What follows belongs to an exercise in optimizing a design on an open flow for small area, a short achievable clock period and few clock cycles per item; a production flow would make more cautious choices.
At most, simulation tests tie the RTL to the original design; equivalence was not proved.
Power figures rest on the tool's default switching activity, not on a simulated workload.

// cordic
module cordic #(
    parameter int Width = 16
) (
    input  logic             clk_i,
    input  logic             rst_i,
    input  logic             start_cordic_i,
    input  logic [Width-1:0] x0_i,
    input  logic [Width-1:0] y0_i,
    input  logic [Width-1:0] z0_i,
    output logic [Width-1:0] xn_o,
    output logic [Width-1:0] yn_o,
    output logic [Width-1:0] zn_o,
    output logic             done_tick_cordic_o
);
  function automatic logic [15:0] atan(input logic [3:0] i);
    case (i)
      4'd0: atan = 16'h2D00;
      4'd1: atan = 16'h1A91;
      4'd2: atan = 16'h0E09;
      4'd3: atan = 16'h0720;
      4'd4: atan = 16'h0394;
      4'd5: atan = 16'h01CA;
      4'd6: atan = 16'h00E5;
      4'd7: atan = 16'h0073;
      4'd8: atan = 16'h0039;
      4'd9: atan = 16'h001D;
      4'd10: atan = 16'h000E;
      4'd11: atan = 16'h0007;
      4'd12: atan = 16'h0004;
      4'd13: atan = 16'h0002;
      4'd14: atan = 16'h0001;
      default: atan = 16'h0000;
    endcase
  endfunction
  function automatic logic [15:0] asr(input logic [15:0] v, input int k);
    for (int b = 0; b < 16; b++) asr[b] = (b + k > 15) ? v[15] : v[b + k];
  endfunction
  logic [15:0] x_q, y_q, z_q;
  logic        busy_q;   
  logic        done_q;
  logic neg;
  assign neg = z_q[15];
  logic [15:0] xi, yi;   
  assign xi = x_q;
  assign yi = y_q;
  logic [15:0] xs, ys, az;
  logic [3:0] lo_q, hi_q;
  logic       last;
  assign last = hi_q[3] & lo_q[2];
  logic [15:0] xl, yl;
  ...
For scale: roughly 1300 cells after synthesis, about 58 flip-flops, about 100 I/O pins.
==> flow/config.mk <==
export PLATFORM = sky130hd
export DESIGN_NAME = cordic
export DESIGN_NICKNAME = cordic
export VERILOG_FILES = /design/flow/design.v
export SDC_FILE = /design/flow/constraint.sdc
export NUM_CORES = 4
export LEC_CHECK = 0
export ABC_AREA = 1
export CAP_MARGIN = 20
export CORE_MARGIN = 2
export CORE_UTILIZATION = 60
export SETUP_SLACK_MARGIN = 2.7
export SLEW_MARGIN = 20
==> flow/constraint.sdc <==
create_clock -name core_clock -period 5.5 [get_ports {clk_i}]
set_input_delay 1.1000 -clock core_clock [delete_from_list [all_inputs] [get_ports {clk_i}]]
set_output_delay 1.1000 -clock core_clock [all_outputs]
set_load 0.01 [all_outputs]
standard.sh (not shown) runs the stock make flow with config.mk's settings and CLKGATE_MAP_FILE= SYNTH_SCRIPT=/design/flow/synth_recipe.tcl, a recipe that flattens the netlist after the stock synthesis.
==> flow/flow/run.sh <==
#!/bin/bash
# The standard layout (the standard.sh), with two changes:
#  - synthesis maps additions to ordinary logic cells (ADDER_MAP_FILE empty,
#    so Yosys does not extract full/half-adder cells); registers are unchanged;
#  - the port buffers that placement inserts are the smallest buffer cell,
#    sky130_fd_sc_hd__buf_1, instead of the one OpenROAD picks by default.
#    Every input and output port still gets its buffer.
# Full output in standard.log.
set -euo pipefail
export ADDER_MAP_FILE=
export BUFFER_PORTS_ARGS="-buffer_cell sky130_fd_sc_hd__buf_1"
bash standard.sh > standard.log 2>&1
The baseline finished with timing, DRC and antenna clean.
==> next run, changes <==
--- a/flow/config.mk
+++ b/flow/config.mk
@@ -10,4 +10,4 @@
 export CORE_MARGIN = 2
 export CORE_UTILIZATION = 60
-export SETUP_SLACK_MARGIN = 2.7
+export SETUP_SLACK_MARGIN = 2.6
 export SLEW_MARGIN = 20
Effect: Total power falls by 3.8%; sequential share of layout area came out higher by 0.49 points; clock skew stays flat; routed wire length is lower by about 4.4%; combinational power goes down by about 5%; setup slack gets worse by 3.3 ps.
No functional check of the RTL was part of any run of this note.

* * *

Setup of build 76:
Another version of the RTL of cordic (not shown whole).
Size: ~1200 cells after synthesis, roughly 58 flip-flops, about 100 I/O pins, about 6400 um2 of cells after synthesis.
clock: 5.5 ns
lec_check: 0
abc_area: 1
cap_margin: 20
core_margin: 2
core_utilization: 70
setup_slack_margin: 2.6
slew_margin: 20
Scripts as last shown in full above: flow/flow/run.sh
Testbench counts of build 76, summed over its fixed seeds: cycles 8,200, items 512.
#### Input delta (build 70 over build 76)
- CORE_UTILIZATION changed from 70 to 60
==> summary.txt <==
- Routing usage on met2 (build 70 over build 76): decrease, 9.9 points
- | core footprint | build 70 vs build 76 | worse |
- The wire length of the first global-routing pass of build 70 is higher than that of build 76.
- In build 70, the global-route usage came out 3.9 points below the value in build 76.
- Against build 76, build 70 reports a fill cell instance count of the final layout that is higher.
- On build 70: proportion of power drawn by flip-flops and latches is 0.3 points higher than what build 76 gave.
- Shortest clock period the worst path allows after layout (lower): build 70
Relative to build 70, the following input files were edited for build 18:
- SETUP_SLACK_MARGIN changed from 2.6 to 2.7
==> summary.txt <==
From build 18 to build 70, area after synthesis did not move at all.
Route | build 18 vs build 70 | wire longer in build 18
Build 70 → build 18: slack of the critical path increased 0.047 ns; total number of vias moved up.
Comparing build 18 with build 70, the clock latency at the later pin of the worst-skew pair came out essentially unchanged.
Edits applied to the flow inputs when going from build 18 to build 32:
- a change of SETUP_SLACK_MARGIN from 2.7 to 2.4
[summary]
Relative to build 18, worst setup slack decreased by 0.21 ns in build 32.
Build 18 → build 32: multi-input gate share of total cell area picked up an extra 0.63 points, combinational-cell power consumption lost about 3%.
On global-route usage, build 32 tracks build 18 almost exactly.
Clock transition at the registers of the reported paths: build 32 vs build 18, no meaningful difference
Summary: with build 18 as the reference, via count in build 32 moved down slightly.
Going from build 18 to build 32, sequential share of layout area went up; post-route standard cell area excluding fillers went down by 3.3%; core utilization now smaller; post-cts resize count lower.

* * *

Another version of the RTL of cordic (not shown whole).
Size in the first run: about 1300 cells after synthesis, roughly 58 flip-flops, ~100 I/O pins.
export LEC_CHECK = 0
export ABC_AREA = 1
export CAP_MARGIN = 20
export CORE_MARGIN = 2
export CORE_UTILIZATION = 40
export SETUP_SLACK_MARGIN = 3.2
export SLEW_MARGIN = 20
create_clock -name core_clock -period 5.5 [get_ports {clk_i}]
Scripts as last shown in full above: flow/flow/run.sh
Testbench counts at the start, summed over its fixed seeds: cycles 8,200, items 512.
Then changed:
==> flow/flow/run.sh (replaced) <==
#!/bin/bash
# The standard layout (the standard.sh, standard synthesis included), with
# one change: the port buffers that placement inserts are the smallest buffer
# cell, sky130_fd_sc_hd__buf_1, instead of the one OpenROAD picks by default.
# Every input and output port still gets its buffer. Full output in standard.log.
set -euo pipefail
export BUFFER_PORTS_ARGS="-buffer_cell sky130_fd_sc_hd__buf_1"
bash standard.sh > standard.log 2>&1
--- a/flow/config.mk
+++ b/flow/config.mk
@@ -9,5 +9,5 @@
 export CAP_MARGIN = 20
 export CORE_MARGIN = 2
-export CORE_UTILIZATION = 40
-export SETUP_SLACK_MARGIN = 3.2
+export CORE_UTILIZATION = 60
+export SETUP_SLACK_MARGIN = 2.2
 export SLEW_MARGIN = 20
Effect: The changed run completed without violations. First-iteration DRC count falls by 11%. Via count falls by 23%. Clock power falls by 17%. Sequential power falls by about 1%. Fmax falls by 22%. Wire length falls by 23%. Area after synthesis falls by 14%. Final cell count falls by 33%. Register-to-register slack got worse by 0.72 ns. Die area falls by 42%. Non-clock buffer count falls by 14.
Then changed:
==> flow/flow/run.sh (replaced) <==
#!/bin/bash
# The standard layout (the standard.sh), with two changes:
#  - synthesis maps additions to ordinary logic cells (ADDER_MAP_FILE empty,
#    so Yosys does not extract full/half-adder cells); registers are unchanged;
#  - the port buffers that placement inserts are the smallest buffer cell,
#    sky130_fd_sc_hd__buf_1, instead of the one OpenROAD picks by default.
#    Every input and output port still gets its buffer.
# Full output in standard.log.
set -euo pipefail
export ADDER_MAP_FILE=
export RECOVER_POWER=50
export BUFFER_PORTS_ARGS="-buffer_cell sky130_fd_sc_hd__buf_1"
bash standard.sh > standard.log 2>&1
--- a/flow/config.mk
+++ b/flow/config.mk
@@ -9,5 +9,5 @@
 export CAP_MARGIN = 20
 export CORE_MARGIN = 2
-export CORE_UTILIZATION = 60
-export SETUP_SLACK_MARGIN = 2.2
+export CORE_UTILIZATION = 40
+export SETUP_SLACK_MARGIN = 2.6
 export SLEW_MARGIN = 20
=> The new run passed the timing, design-rule and antenna checks. Count of clock-buffer cells in the layout fell by 1. Design area rose by 6.4%. Via count rose by 20%. First-iteration DRC count rose by 2.6%. Total power fell by 5.0%. Routed wire length rose by 14%. Utilization fell by 31 points. Critical path depth fell by 2. Hold slack loses 0.017 ns.
Then changed:
==> flow/flow/run.sh (replaced) <==
#!/bin/bash
# The standard layout (the standard.sh, standard synthesis included), with
# one change: the port buffers that placement inserts are the smallest buffer
# cell, sky130_fd_sc_hd__buf_1, instead of the one OpenROAD picks by default.
# Every input and output port still gets its buffer. Full output in standard.log.
set -euo pipefail
export BUFFER_PORTS_ARGS="-buffer_cell sky130_fd_sc_hd__buf_1"
bash standard.sh > standard.log 2>&1
--- a/flow/config.mk
+++ b/flow/config.mk
@@ -10,4 +10,4 @@
 export CORE_MARGIN = 2
 export CORE_UTILIZATION = 40
-export SETUP_SLACK_MARGIN = 2.6
+export SETUP_SLACK_MARGIN = 2.0
 export SLEW_MARGIN = 20
After rerunning: Global-route usage drops by 1.1 points. Worst hold slack improved by 0.0052 ns. Clock power climbs by 12%. Synthesized cell count drops by 34%. Die area drops by 14%. Via count drops by 25%. Total power drops by 4.0%. Routed wire length drops by 22%.
Then changed:
==> flow/flow/run.sh (replaced) <==
#!/bin/bash
# The standard layout (the standard.sh), with two changes:
#  - synthesis maps additions to ordinary logic cells (ADDER_MAP_FILE empty,
#    so Yosys does not extract full/half-adder cells); registers are unchanged;
#  - the port buffers that placement inserts are the smallest buffer cell,
#    sky130_fd_sc_hd__buf_1, instead of the one OpenROAD picks by default.
#    Every input and output port still gets its buffer.
# Full output in standard.log.
set -euo pipefail
export ADDER_MAP_FILE=
export BUFFER_PORTS_ARGS="-buffer_cell sky130_fd_sc_hd__buf_1"
bash standard.sh > standard.log 2>&1
--- a/flow/config.mk
+++ b/flow/config.mk
@@ -10,4 +10,4 @@
 export CORE_MARGIN = 2
 export CORE_UTILIZATION = 40
-export SETUP_SLACK_MARGIN = 2.0
+export SETUP_SLACK_MARGIN = 2.9
 export SLEW_MARGIN = 20
Effect:
- worst hold slack gets worse by 0.0038 ns
- final area increases by a quarter to a third
- synthesized cell count increases by well over a third
- setup slack gets better by 0.70 ns
Then changed:
--- a/flow/config.mk
+++ b/flow/config.mk
@@ -9,5 +9,7 @@
 export CAP_MARGIN = 20
 export CORE_MARGIN = 2
-export CORE_UTILIZATION = 40
-export SETUP_SLACK_MARGIN = 2.9
+export CORE_UTILIZATION = 60
+export CTS_CLUSTER_DIAMETER = 200
+export CTS_CLUSTER_SIZE = 60
+export SETUP_SLACK_MARGIN = 2.6
 export SLEW_MARGIN = 20
What happened:
- setup slack got worse by 0.11 ns
- non-clock buffer count shrinks by 37
- cell area fell by roughly a tenth
- wire length drops by roughly a tenth
- synthesized area stays the same
- core utilization increases by 17 points
- total power is lower by about a fifth

## re-timing with driven ports
How much do the figures lean on ideal ports? The routed layouts below were timed once more, with nothing changed but the port constraints. Step 1 (the two cells are an assumption about what drives the block):
set clk [get_ports {clk_i}]
set_driving_cell -lib_cell sky130_fd_sc_hd__clkbuf_16 $clk
set_driving_cell -lib_cell sky130_fd_sc_hd__buf_2 [delete_from_list [all_inputs] $clk]
Step 2 adds t to the input delays and takes it off the output delays; t is the mean of the earliest and latest rising clock arrival at the registers after step 1. Input paths then give back, and output paths get back, about the clock's delay inside the block. Three values: no drivers, after step 1, after step 2; two values: the first two.
| run | shift t [ns] | slack for setup (ns) | worst setup path at the end | clock arrival spread, ns | worst register clock-pin slew, ns |
|---|---|---|---|---|---|
| the first run of note 1 | 0.409 | 2.825 / 2.825 / 2.574 | input to register | 0.012 / 0.012 | 0.08 / 0.08 |
| the second run of note 1 | 0.408 | 2.822 / 2.822 / 2.447 | input to register | 0.013 / 0.012 | 0.08 / 0.08 |
| build 76 | 0.385 | 2.827 / 2.827 / 2.592 | input to register | 0.011 / 0.011 | 0.08 / 0.08 |
| build 70 | 0.399 | 2.890 / 2.890 / 2.663 | input to register | 0.008 / 0.009 | 0.08 / 0.08 |
| build 18 | 0.400 | 2.937 / 2.937 / 2.650 | input to register | 0.012 / 0.012 | 0.08 / 0.08 |
| build 32 | 0.399 | 2.722 / 2.722 / 2.668 | input to register | 0.008 / 0.008 | 0.08 / 0.08 |
| the first run of note 3 | 0.395 | 2.902 / 2.902 / 2.902 | register to register | 0.010 / 0.010 | 0.06 / 0.06 |
| the second run of note 3 | 0.383 | 2.181 / 2.181 / 2.181 | register to register | 0.009 / 0.010 | 0.08 / 0.08 |
| the third run of note 3 | 0.390 | 2.846 / 2.846 / 2.685 | input to register | 0.009 / 0.010 | 0.06 / 0.06 |
| the fourth run of note 3 | 0.378 | 2.198 / 2.198 / 2.169 | input to register | 0.010 / 0.010 | 0.06 / 0.06 |
| the fifth run of note 3 | 0.389 | 2.893 / 2.893 / 2.893 | register to register | 0.008 / 0.008 | 0.06 / 0.06 |
| the sixth run of note 3 | 0.413 | 2.781 / 2.781 / 2.750 | input to register | 0.010 / 0.010 | 0.08 / 0.08 |
After both steps every run listed still meets setup and hold. For the second run of note 1, which loses most, drivers alone change the setup slack by 0.000 ns; drivers and shift together by -0.375 ns.
